Source: an optimization exercise on an open RTL-to-GDS flow (aim: small area). Production flows keep margins and buffers that such runs may drop. At most, simulation tests tie the RTL to the original design; equivalence was not proved. Power and IR drop assume default switching activity.

==> 08-20 <==
## multiply_matrix
module multiply_matrix
(
    input clk,
    input load,
	input load_w,
	input [159:0] c,
    input [63:0] a,
	input [63:0] b,
    output logic [159:0] out
);
make LEC_CHECK=0 CAP_MARGIN=20 CORE_MARGIN=2 CORE_UTILIZATION=60 CTS_BUF_LIST='sky130_fd_sc_hd__clkbuf_8 sky130_fd_sc_hd__clkbuf_16' CTS_CLUSTER_DIAMETER=60 CTS_CLUSTER_SIZE=20 PLACE_DENSITY=0.72 SLEW_MARGIN=20 SYNTH_HIERARCHICAL=1 finish   # period 5.0 ns
run.sh (not shown) runs the stock make flow with config.mk's settings and CLKGATE_MAP_FILE= SYNTH_SCRIPT=/design/flow/synth_recipe.tcl, a recipe that flattens the netlist after the stock synthesis.
==> inputs of 02-17, as changes to 08-20 <==
--- a/flow/config.mk
+++ b/flow/config.mk
@@ -9,7 +9,6 @@
 export CORE_MARGIN = 2
-export CORE_UTILIZATION = 60
-export CTS_BUF_LIST = sky130_fd_sc_hd__clkbuf_8 sky130_fd_sc_hd__clkbuf_16
+export CORE_UTILIZATION = 40
+export CTS_BUF_LIST = sky130_fd_sc_hd__clkbuf_4 sky130_fd_sc_hd__clkbuf_8
 export CTS_CLUSTER_DIAMETER = 60
 export CTS_CLUSTER_SIZE = 20
-export PLACE_DENSITY = 0.72
 export SLEW_MARGIN = 20
==> qor summary <==
	02-17	08-20
Vias in the first global route	104000	105000
Initial antenna violation count	37	32
Layout-stage area growth over the synthesis result	8.43%	6.88%
Via count of the routed design	98700	101000
Signal buffers	997	919
TritonCTS Buffers	272	201
Layout cell share with drive strength beyond 1	9.51%	7.62%
Worst hold-check slack	0.326 ns	0.410 ns
Sw Share	44.5%	43.8%
Routed length on met1	263 mm	230 mm
Cell count along the critical path	9	10
Final Cell Area	181000 µm²	178000 µm²
Total number of H-tree levels	5	4
Core Region	416000 µm²	276000 µm²
Length of the first detailed-routing pass in iterations	6	9
Run status	complete, no violations	complete, no violations
Upper clock frequency limit	205 MHz	205 MHz
Post-layout nets	14200	14000
Critical path required time	5.87 ns	5.66 ns
Data arrival time of the critical path	5.74 ns	5.53 ns
Switching power summed over all nets	66.2 mW	65.6 mW
Relative max-transition margin	21.4%	30.1%
Cell at the root of the clock tree	clkbuf_8	clkbuf_16
Function was not checked in any run of this note: the RTL went through the layout flow alone.

==> job 3385 <==
multiply_matrix, a different RTL version from the one above (not shown whole).
Design multiply_matrix, start of the top module:
module multiply_matrix
(
    input clk,
    input load,
	input load_w,
	input [159:0] c,
    input [63:0] a,
	input [63:0] b,
    output logic [159:0] out
);
==> flow/config.mk <==
export PLATFORM = sky130hd
export DESIGN_NAME = multiply_matrix
export DESIGN_NICKNAME = multiply_matrix
export VERILOG_FILES = /design/flow/design.v
export SDC_FILE = /design/flow/constraint.sdc
export NUM_CORES = 8
export LEC_CHECK = 0
export CAP_MARGIN = 20
export CORE_MARGIN = 2
export CORE_UTILIZATION = 60
export CTS_BUF_LIST = sky130_fd_sc_hd__clkbuf_8 sky130_fd_sc_hd__clkbuf_16
export CTS_CLUSTER_DIAMETER = 60
export CTS_CLUSTER_SIZE = 20
export PLACE_DENSITY = 0.72
export SLEW_MARGIN = 20
export SYNTH_HIERARCHICAL = 1
==> flow/constraint.sdc <==
create_clock -name core_clock -period 5.0 [get_ports {clk}]
set_input_delay 1.0000 -clock core_clock [delete_from_list [all_inputs] [get_ports {clk}]]
set_output_delay 1.0000 -clock core_clock [all_outputs]
set_load 0.01 [all_outputs]
standard.sh (not shown) runs the stock make flow with config.mk's settings and CLKGATE_MAP_FILE= SYNTH_SCRIPT=/design/flow/synth_recipe.tcl, a recipe that flattens the netlist after the stock synthesis.
==> flow/flow/run.sh <==
#!/bin/bash
# Layout: the standard flow (standard.sh, unchanged synthesis and steps),
# with the input and output port buffers made of sky130_fd_sc_hd__buf_1 and
# clock tree synthesis without dummy loads and with larger sink clusters.
set -euo pipefail
export BUFFER_PORTS_ARGS="-buffer_cell sky130_fd_sc_hd__buf_1"
export CTS_ARGS="-sink_clustering_enable -repair_clock_nets -dont_use_dummy_load -sink_clustering_size 30 -sink_clustering_max_diameter 90 -buf_list sky130_fd_sc_hd__clkbuf_16"
bash standard.sh > standard_flow.log 2>&1
==> inputs of job 4530, as changes to job 3385 <==
--- a/flow/design.v
+++ b/flow/design.v
@@ -1,15 +1,15 @@
 module booth_sel
 (
-	input logic onen, twon, neg, negn, nzn,
+	input logic onen, twon, negn, nzn,
 	input logic [7:0] w,
 	output logic [8:0] p
 );
 	logic [7:0] tn;
-	assign tn = ~(w ^ {8{neg}});
+	assign tn = w ^ {8{negn}};
 	assign p[0] = ~((onen | tn[0]) & (twon | negn));
 	genvar b;
 	generate
 		for (b = 1; b < 8; b = b + 1) begin : g_b
 			assign p[b] = ~((onen | tn[b]) & (twon | tn[b-1]));
 		end
 	endgenerate
@@ -50,15 +50,15 @@
 		for (k = 0; k < 4; k = k + 1) begin
 			for (i = 0; i < 4; i = i + 1) begin
 				x2 = a[8*k + 2*i + 1];
 				x1 = a[8*k + 2*i];
 				x0 = (i == 0) ? 1'b0 : a[8*k + 2*i - 1];
 				e[4*k + i] = ~(x1 ^ x0);
 				e[16 + 4*k + i] = ~((x2 & ~x1 & ~x0) | (~x2 & x1 & x0));
-				e[32 + 4*k + i] = x2;
+				e[32 + 4*k + i] = ~(x2 & ~(x1 & x0));
 			end
 		end
 	end
 endmodule
 module negsum
 (
 	input logic [63:0] a,
@@ -76,54 +76,54 @@
 				n = n + ({9'd0, x2 & ~(x1 & x0)} << (2*i));
 			end
 		end
 	end
 endmodule
 module dot_lo
 (
-	input logic [15:0] onen, twon, neg, negn, nzn,
+	input logic [15:0] onen, twon, negn, nzn,
 	input logic [31:0] w,
 	input logic [19:0] acc0,
 	input logic [9:0] n,
 	output logic [19:0] sa,
 	output logic [13:0] sb,
 	output logic sc
 );
   wire [8:0] p0_0;
-  booth_sel b0_0 (.onen(onen[0]), .twon(twon[0]), .neg(neg[0]), .negn(negn[0]), .nzn(nzn[0]), .w(w[0 +: 8]), .p(p0_0));
+  booth_sel b0_0 (.onen(onen[0]), .twon(twon[0]), .negn(negn[0]), .nzn(nzn[0]), .w(w[0 +: 8]), .p(p0_0));
   wire [8:0] p0_1;
-  booth_sel b0_1 (.onen(onen[1]), .twon(twon[1]), .neg(neg[1]), .negn(negn[1]), .nzn(nzn[1]), .w(w[0 +: 8]), .p(p0_1));
+  booth_sel b0_1 (.onen(onen[1]), .twon(twon[1]), .negn(negn[1]), .nzn(nzn[1]), .w(w[0 +: 8]), .p(p0_1));
   wire [8:0] p0_2;
-  booth_sel b0_2 (.onen(onen[2]), .twon(twon[2]), .neg(neg[2]), .negn(negn[2]), .nzn(nzn[2]), .w(w[0 +: 8]), .p(p0_2));
+  booth_sel b0_2 (.onen(onen[2]), .twon(twon[2]), .negn(negn[2]), .nzn(nzn[2]), .w(w[0 +: 8]), .p(p0_2));
   wire [8:0] p0_3;
-  booth_sel b0_3 (.onen(onen[3]), .twon(twon[3]), .neg(neg[3]), .negn(negn[3]), .nzn(nzn[3]), .w(w[0 +: 8]), .p(p0_3));
+  booth_sel b0_3 (.onen(onen[3]), .twon(twon[3]), .negn(negn[3]), .nzn(nzn[3]), .w(w[0 +: 8]), .p(p0_3));
   wire [8:0] p1_0;
-  booth_sel b1_0 (.onen(onen[4]), .twon(twon[4]), .neg(neg[4]), .negn(negn[4]), .nzn(nzn[4]), .w(w[8 +: 8]), .p(p1_0));
+  booth_sel b1_0 (.onen(onen[4]), .twon(twon[4]), .negn(negn[4]), .nzn(nzn[4]), .w(w[8 +: 8]), .p(p1_0));
   wire [8:0] p1_1;
-  booth_sel b1_1 (.onen(onen[5]), .twon(twon[5]), .neg(neg[5]), .negn(negn[5]), .nzn(nzn[5]), .w(w[8 +: 8]), .p(p1_1));
+  booth_sel b1_1 (.onen(onen[5]), .twon(twon[5]), .negn(negn[5]), .nzn(nzn[5]), .w(w[8 +: 8]), .p(p1_1));
   wire [8:0] p1_2;
-  booth_sel b1_2 (.onen(onen[6]), .twon(twon[6]), .neg(neg[6]), .negn(negn[6]), .nzn(nzn[6]), .w(w[8 +: 8]), .p(p1_2));
+  booth_sel b1_2 (.onen(onen[6]), .twon(twon[6]), .negn(negn[6]), .nzn(nzn[6]), .w(w[8 +: 8]), .p(p1_2));
   wire [8:0] p1_3;
-  booth_sel b1_3 (.onen(onen[7]), .twon(twon[7]), .neg(neg[7]), .negn(negn[7]), .nzn(nzn[7]), .w(w[8 +: 8]), .p(p1_3));
+  booth_sel b1_3 (.onen(onen[7]), .twon(twon[7]), .negn(negn[7]), .nzn(nzn[7]), .w(w[8 +: 8]), .p(p1_3));
   wire [8:0] p2_0;
-  booth_sel b2_0 (.onen(onen[8]), .twon(twon[8]), .neg(neg[8]), .negn(negn[8]), .nzn(nzn[8]), .w(w[16 +: 8]), .p(p2_0));
+  booth_sel b2_0 (.onen(onen[8]), .twon(twon[8]), .negn(negn[8]), .nzn(nzn[8]), .w(w[16 +: 8]), .p(p2_0));
   wire [8:0] p2_1;
-  booth_sel b2_1 (.onen(onen[9]), .twon(twon[9]), .neg(neg[9]), .negn(negn[9]), .nzn(nzn[9]), .w(w[16 +: 8]), .p(p2_1));
+  booth_sel b2_1 (.onen(onen[9]), .twon(twon[9]), .negn(negn[9]), .nzn(nzn[9]), .w(w[16 +: 8]), .p(p2_1));
   wire [8:0] p2_2;
-  booth_sel b2_2 (.onen(onen[10]), .twon(twon[10]), .neg(neg[10]), .negn(negn[10]), .nzn(nzn[10]), .w(w[16 +: 8]), .p(p2_2));
+  booth_sel b2_2 (.onen(onen[10]), .twon(twon[10]), .negn(negn[10]), .nzn(nzn[10]), .w(w[16 +: 8]), .p(p2_2));
   wire [8:0] p2_3;
-  booth_sel b2_3 (.onen(onen[11]), .twon(twon[11]), .neg(neg[11]), .negn(negn[11]), .nzn(nzn[11]), .w(w[16 +: 8]), .p(p2_3));
+  booth_sel b2_3 (.onen(onen[11]), .twon(twon[11]), .negn(negn[11]), .nzn(nzn[11]), .w(w[16 +: 8]), .p(p2_3));
   wire [8:0] p3_0;
-  booth_sel b3_0 (.onen(onen[12]), .twon(twon[12]), .neg(neg[12]), .negn(negn[12]), .nzn(nzn[12]), .w(w[24 +: 8]), .p(p3_0));
+  booth_sel b3_0 (.onen(onen[12]), .twon(twon[12]), .negn(negn[12]), .nzn(nzn[12]), .w(w[24 +: 8]), .p(p3_0));
   wire [8:0] p3_1;
-  booth_sel b3_1 (.onen(onen[13]), .twon(twon[13]), .neg(neg[13]), .negn(negn[13]), .nzn(nzn[13]), .w(w[24 +: 8]), .p(p3_1));
+  booth_sel b3_1 (.onen(onen[13]), .twon(twon[13]), .negn(negn[13]), .nzn(nzn[13]), .w(w[24 +: 8]), .p(p3_1));
   wire [8:0] p3_2;
-  booth_sel b3_2 (.onen(onen[14]), .twon(twon[14]), .neg(neg[14]), .negn(negn[14]), .nzn(nzn[14]), .w(w[24 +: 8]), .p(p3_2));
+  booth_sel b3_2 (.onen(onen[14]), .twon(twon[14]), .negn(negn[14]), .nzn(nzn[14]), .w(w[24 +: 8]), .p(p3_2));
   wire [8:0] p3_3;
-  booth_sel b3_3 (.onen(onen[15]), .twon(twon[15]), .neg(neg[15]), .negn(negn[15]), .nzn(nzn[15]), .w(w[24 +: 8]), .p(p3_3));
+  booth_sel b3_3 (.onen(onen[15]), .twon(twon[15]), .negn(negn[15]), .nzn(nzn[15]), .w(w[24 +: 8]), .p(p3_3));
   wire ks1, kc1;
   fac k1 (.a(p0_2[7]), .b(p0_3[5]), .s(ks1), .co(kc1));
   wire ks2, kc2;
   fac k2 (.a(p0_2[8]), .b(p0_3[6]), .s(ks2), .co(kc2));
   wire ks3, kc3;
   fac k3 (.a(p0_3[8]), .b(p1_3[8]), .s(ks3), .co(kc3));
   wire i16_0 = ~acc0[16];
@@ -438,55 +438,55 @@
   fa f139 (.a(c124), .b(s125), .ci(rc18), .s(s139), .co(c139));
   assign sa = {rs16, rs15, c137, hc13, c136, c135, c134, c133, c132, c131, c130, c129, c128, c127, c126, c125, s139, rs18, s138, rs17};
   assign sb = {hs14, s137, hs13, s136, s135, s134, s133, s132, s131, s130, s129, s128, s127, s126};
   assign sc = c139;
 endmodule
 module dot_hi
 (
-	input logic [15:0] onen, twon, neg, negn, nzn,
+	input logic [15:0] onen, twon, negn, nzn,
 	input logic [31:0] w,
 	input logic [19:0] acc0,
 	input logic [13:0] acc1,
 	input logic [0:0] acc2,
 	output logic [19:0] sa,
 	output logic [11:0] sb,
 	output logic sc
 );
   wire [8:0] p0_0;
-  booth_sel b0_0 (.onen(onen[0]), .twon(twon[0]), .neg(neg[0]), .negn(negn[0]), .nzn(nzn[0]), .w(w[0 +: 8]), .p(p0_0));
+  booth_sel b0_0 (.onen(onen[0]), .twon(twon[0]), .negn(negn[0]), .nzn(nzn[0]), .w(w[0 +: 8]), .p(p0_0));
   wire [8:0] p0_1;
-  booth_sel b0_1 (.onen(onen[1]), .twon(twon[1]), .neg(neg[1]), .negn(negn[1]), .nzn(nzn[1]), .w(w[0 +: 8]), .p(p0_1));
+  booth_sel b0_1 (.onen(onen[1]), .twon(twon[1]), .negn(negn[1]), .nzn(nzn[1]), .w(w[0 +: 8]), .p(p0_1));
   wire [8:0] p0_2;
-  booth_sel b0_2 (.onen(onen[2]), .twon(twon[2]), .neg(neg[2]), .negn(negn[2]), .nzn(nzn[2]), .w(w[0 +: 8]), .p(p0_2));
+  booth_sel b0_2 (.onen(onen[2]), .twon(twon[2]), .negn(negn[2]), .nzn(nzn[2]), .w(w[0 +: 8]), .p(p0_2));
   wire [8:0] p0_3;
-  booth_sel b0_3 (.onen(onen[3]), .twon(twon[3]), .neg(neg[3]), .negn(negn[3]), .nzn(nzn[3]), .w(w[0 +: 8]), .p(p0_3));
+  booth_sel b0_3 (.onen(onen[3]), .twon(twon[3]), .negn(negn[3]), .nzn(nzn[3]), .w(w[0 +: 8]), .p(p0_3));
   wire [8:0] p1_0;
-  booth_sel b1_0 (.onen(onen[4]), .twon(twon[4]), .neg(neg[4]), .negn(negn[4]), .nzn(nzn[4]), .w(w[8 +: 8]), .p(p1_0));
+  booth_sel b1_0 (.onen(onen[4]), .twon(twon[4]), .negn(negn[4]), .nzn(nzn[4]), .w(w[8 +: 8]), .p(p1_0));
   wire [8:0] p1_1;
-  booth_sel b1_1 (.onen(onen[5]), .twon(twon[5]), .neg(neg[5]), .negn(negn[5]), .nzn(nzn[5]), .w(w[8 +: 8]), .p(p1_1));
+  booth_sel b1_1 (.onen(onen[5]), .twon(twon[5]), .negn(negn[5]), .nzn(nzn[5]), .w(w[8 +: 8]), .p(p1_1));
   wire [8:0] p1_2;
-  booth_sel b1_2 (.onen(onen[6]), .twon(twon[6]), .neg(neg[6]), .negn(negn[6]), .nzn(nzn[6]), .w(w[8 +: 8]), .p(p1_2));
+  booth_sel b1_2 (.onen(onen[6]), .twon(twon[6]), .negn(negn[6]), .nzn(nzn[6]), .w(w[8 +: 8]), .p(p1_2));
   wire [8:0] p1_3;
-  booth_sel b1_3 (.onen(onen[7]), .twon(twon[7]), .neg(neg[7]), .negn(negn[7]), .nzn(nzn[7]), .w(w[8 +: 8]), .p(p1_3));
+  booth_sel b1_3 (.onen(onen[7]), .twon(twon[7]), .negn(negn[7]), .nzn(nzn[7]), .w(w[8 +: 8]), .p(p1_3));
   wire [8:0] p2_0;
-  booth_sel b2_0 (.onen(onen[8]), .twon(twon[8]), .neg(neg[8]), .negn(negn[8]), .nzn(nzn[8]), .w(w[16 +: 8]), .p(p2_0));
+  booth_sel b2_0 (.onen(onen[8]), .twon(twon[8]), .negn(negn[8]), .nzn(nzn[8]), .w(w[16 +: 8]), .p(p2_0));
   wire [8:0] p2_1;
-  booth_sel b2_1 (.onen(onen[9]), .twon(twon[9]), .neg(neg[9]), .negn(negn[9]), .nzn(nzn[9]), .w(w[16 +: 8]), .p(p2_1));
+  booth_sel b2_1 (.onen(onen[9]), .twon(twon[9]), .negn(negn[9]), .nzn(nzn[9]), .w(w[16 +: 8]), .p(p2_1));
   wire [8:0] p2_2;
-  booth_sel b2_2 (.onen(onen[10]), .twon(twon[10]), .neg(neg[10]), .negn(negn[10]), .nzn(nzn[10]), .w(w[16 +: 8]), .p(p2_2));
+  booth_sel b2_2 (.onen(onen[10]), .twon(twon[10]), .negn(negn[10]), .nzn(nzn[10]), .w(w[16 +: 8]), .p(p2_2));
   wire [8:0] p2_3;
-  booth_sel b2_3 (.onen(onen[11]), .twon(twon[11]), .neg(neg[11]), .negn(negn[11]), .nzn(nzn[11]), .w(w[16 +: 8]), .p(p2_3));
+  booth_sel b2_3 (.onen(onen[11]), .twon(twon[11]), .negn(negn[11]), .nzn(nzn[11]), .w(w[16 +: 8]), .p(p2_3));
   wire [8:0] p3_0;
-  booth_sel b3_0 (.onen(onen[12]), .twon(twon[12]), .neg(neg[12]), .negn(negn[12]), .nzn(nzn[12]), .w(w[24 +: 8]), .p(p3_0));
+  booth_sel b3_0 (.onen(onen[12]), .twon(twon[12]), .negn(negn[12]), .nzn(nzn[12]), .w(w[24 +: 8]), .p(p3_0));
   wire [8:0] p3_1;
-  booth_sel b3_1 (.onen(onen[13]), .twon(twon[13]), .neg(neg[13]), .negn(negn[13]), .nzn(nzn[13]), .w(w[24 +: 8]), .p(p3_1));
+  booth_sel b3_1 (.onen(onen[13]), .twon(twon[13]), .negn(negn[13]), .nzn(nzn[13]), .w(w[24 +: 8]), .p(p3_1));
   wire [8:0] p3_2;
-  booth_sel b3_2 (.onen(onen[14]), .twon(twon[14]), .neg(neg[14]), .negn(negn[14]), .nzn(nzn[14]), .w(w[24 +: 8]), .p(p3_2));
+  booth_sel b3_2 (.onen(onen[14]), .twon(twon[14]), .negn(negn[14]), .nzn(nzn[14]), .w(w[24 +: 8]), .p(p3_2));
   wire [8:0] p3_3;
-  booth_sel b3_3 (.onen(onen[15]), .twon(twon[15]), .neg(neg[15]), .negn(negn[15]), .nzn(nzn[15]), .w(w[24 +: 8]), .p(p3_3));
+  booth_sel b3_3 (.onen(onen[15]), .twon(twon[15]), .negn(negn[15]), .nzn(nzn[15]), .w(w[24 +: 8]), .p(p3_3));
   wire s1, c1;
   fa f1 (.a(acc0[4]), .b(acc1[0]), .ci(acc2[0]), .s(s1), .co(c1));
   wire s2, c2;
   fa f2 (.a(acc0[5]), .b(acc1[1]), .ci(p0_0[5]), .s(s2), .co(c2));
   wire s3, c3;
   fa f3 (.a(acc0[6]), .b(acc1[2]), .ci(p0_0[6]), .s(s3), .co(c3));
   wire s4, c4;
@@ -855,60 +855,60 @@
 	input load_w,
 	input [159:0] c,
     input [63:0] a,
 	input [63:0] b,
     output logic [159:0] out
 );
 	logic [63:0] w [0:7];
-	logic [63:0] a1, a2;
-	logic [31:0] a3;
+	logic [63:0] a1;
+	logic [31:0] a2;
 	logic [47:0] e2, e3;
 	logic [9:0] n2;
 	logic [159:0] s0a, s1a;
 	logic [111:0] s0b;
 	logic [95:0] s1b;
 	logic [7:0] s0c, s1c;
 	logic [159:0] s [2:7];
+	logic [47:0] e_lo, e_hi;
 	logic [9:0] n1;
-	booth_enc enc_lo (.a(a2[31:0]), .e(e2));
-	booth_enc enc_hi (.a(a3), .e(e3));
+	booth_enc enc_lo (.a(a1[31:0]), .e(e_lo));
+	booth_enc enc_hi (.a(a2), .e(e_hi));
 	negsum ns (.a(a1), .n(n1));
-	logic [15:0] nzn2, nzn3, negn2, negn3;
+	logic [15:0] nzn2, nzn3;
 	assign nzn2 = e2[15:0] & e2[31:16];
 	assign nzn3 = e3[15:0] & e3[31:16];
-	assign negn2 = ~e2[47:32];
-	assign negn3 = ~e3[47:32];
 	logic [159:0] t0a, t1a, sum;
 	logic [111:0] t0b;
 	logic [95:0] t1b;
 	logic [7:0] t0c, t1c;
 	genvar j;
 	generate
 		for (j = 0; j < 8; j = j + 1) begin : g_dot
-			dot_lo dl (.onen(e2[15:0]), .twon(e2[31:16]), .neg(e2[47:32]), .negn(negn2), .nzn(nzn2), .w(w[j][31:0]),
+			dot_lo dl (.onen(e2[15:0]), .twon(e2[31:16]), .negn(e2[47:32]), .nzn(nzn2), .w(w[j][31:0]),
 				.acc0(c[20*j +: 20]), .n(n2),
 				.sa(t0a[20*j +: 20]), .sb(t0b[14*j +: 14]), .sc(t0c[j]));
-			dot_hi dh (.onen(e3[15:0]), .twon(e3[31:16]), .neg(e3[47:32]), .negn(negn3), .nzn(nzn3), .w(w[j][63:32]),
+			dot_hi dh (.onen(e3[15:0]), .twon(e3[31:16]), .negn(e3[47:32]), .nzn(nzn3), .w(w[j][63:32]),
 				.acc0(s0a[20*j +: 20]), .acc1(s0b[14*j +: 14]), .acc2(s0c[j]),
 				.sa(t1a[20*j +: 20]), .sb(t1b[12*j +: 12]), .sc(t1c[j]));
 			cpa20 ad (.a(s1a[20*j +: 20]), .b(s1b[12*j +: 12]), .ci(s1c[j]), .s(sum[20*j +: 20]));
 		end
 	endgenerate
 	integer i;
 	always @(posedge clk) begin
 		if (load_w) begin
 			w[0] <= b;
 			for (i = 1; i < 8; i = i + 1)
 				w[i] <= w[i-1];
 		end
 		if (load) begin
 			a1 <= a;
-			a2 <= a1;
+			e2 <= e_lo;
 			n2 <= n1;
-			a3 <= a2[63:32];
+			a2 <= a1[63:32];
+			e3 <= e_hi;
 			s0a <= t0a;
 			s0b <= t0b;
 			s0c <= t0c;
 			s1a <= t1a;
 			s1b <= t1b;
 			s1c <= t1c;
 			s[2] <= sum;
==> flow/flow/run.sh (replaced) <==
#!/bin/bash
# Layout: the standard flow (standard.sh, unchanged synthesis and steps),
# with the input and output port buffers made of sky130_fd_sc_hd__buf_1 and
# clock tree synthesis without dummy loads and with larger sink clusters.
set -euo pipefail
export BUFFER_PORTS_ARGS="-buffer_cell sky130_fd_sc_hd__buf_1"
export CTS_ARGS="-sink_clustering_enable -repair_clock_nets -dont_use_dummy_load -sink_clustering_size 30 -sink_clustering_max_diameter 80 -buf_list sky130_fd_sc_hd__clkbuf_16"
bash standard.sh > standard_flow.log 2>&1
==> comparison table <==
Fraction of layout instances using a drive strength above 1: job 4530 0.05244; job 3385 0.08714
Final critical delay including setup and external delays: job 4530 4.891 ns; job 3385 4.942 ns
WP data arrival: job 4530 5.51 ns; job 3385 5.57 ns
Overall track demand over capacity in global routing: job 4530 0.3940; job 3385 0.4407
Gate count of the mapped netlist: job 4530 11160; job 3385 11140
Number of nets in the finished design: job 4530 13740; job 3385 14000
Status: job 4530 complete, no violations; job 3385 complete, no violations
Worst R2R End: job 4530 s1a[159]; job 3385 s1a[19]
Period Utilization, post-route: job 4530 0.9782; job 3385 0.9885
Total met3 wirelength after detailed routing: job 4530 76130 µm; job 3385 94100 µm
Storage cell area: job 4530 0.06660 mm²; job 3385 0.06564 mm²
Met2 usage: job 4530 0.5430; job 3385 0.5895
Transition at the pin with the smallest max-transition slack: job 4530 1.214 ns; job 3385 1.231 ns
The RTL of job 3385 was laid out without a check of its function.

==> afterwards: timing with drivers on the ports <==
The flow's constraints put no driver on any port. The routed layouts listed below were extracted and timed again, unchanged, in two steps. Step 1 (the two cells are an assumption about what drives the block):
set clk [get_ports {clk}]
set_driving_cell -lib_cell sky130_fd_sc_hd__clkbuf_16 $clk
set_driving_cell -lib_cell sky130_fd_sc_hd__buf_2 [delete_from_list [all_inputs] $clk]
Step 2 adds t to the input delays and takes it off the output delays; t is the mean of the earliest and latest rising clock arrival at the registers after step 1. Input paths then give back, and output paths get back, about the clock's delay inside the block. Three values: ideal ports, drivers, drivers and shift; two values: the first two.
| run | t (ns) | setup slack, ns | pins driven straight from the clock port |
|---|---|---|---|
| 08-20 | 1.014 | 0.126 / 0.126 / 0.126 | 1 |
| 02-17 | 1.236 | 0.130 / 0.130 / 0.130 | 1 |
| job 3385 | 0.955 | 0.058 / 0.058 / 0.058 | 1 |
| job 4530 | 0.974 | 0.109 / 0.109 / 0.109 | 1 |
After both steps setup and hold are still met in every run listed.
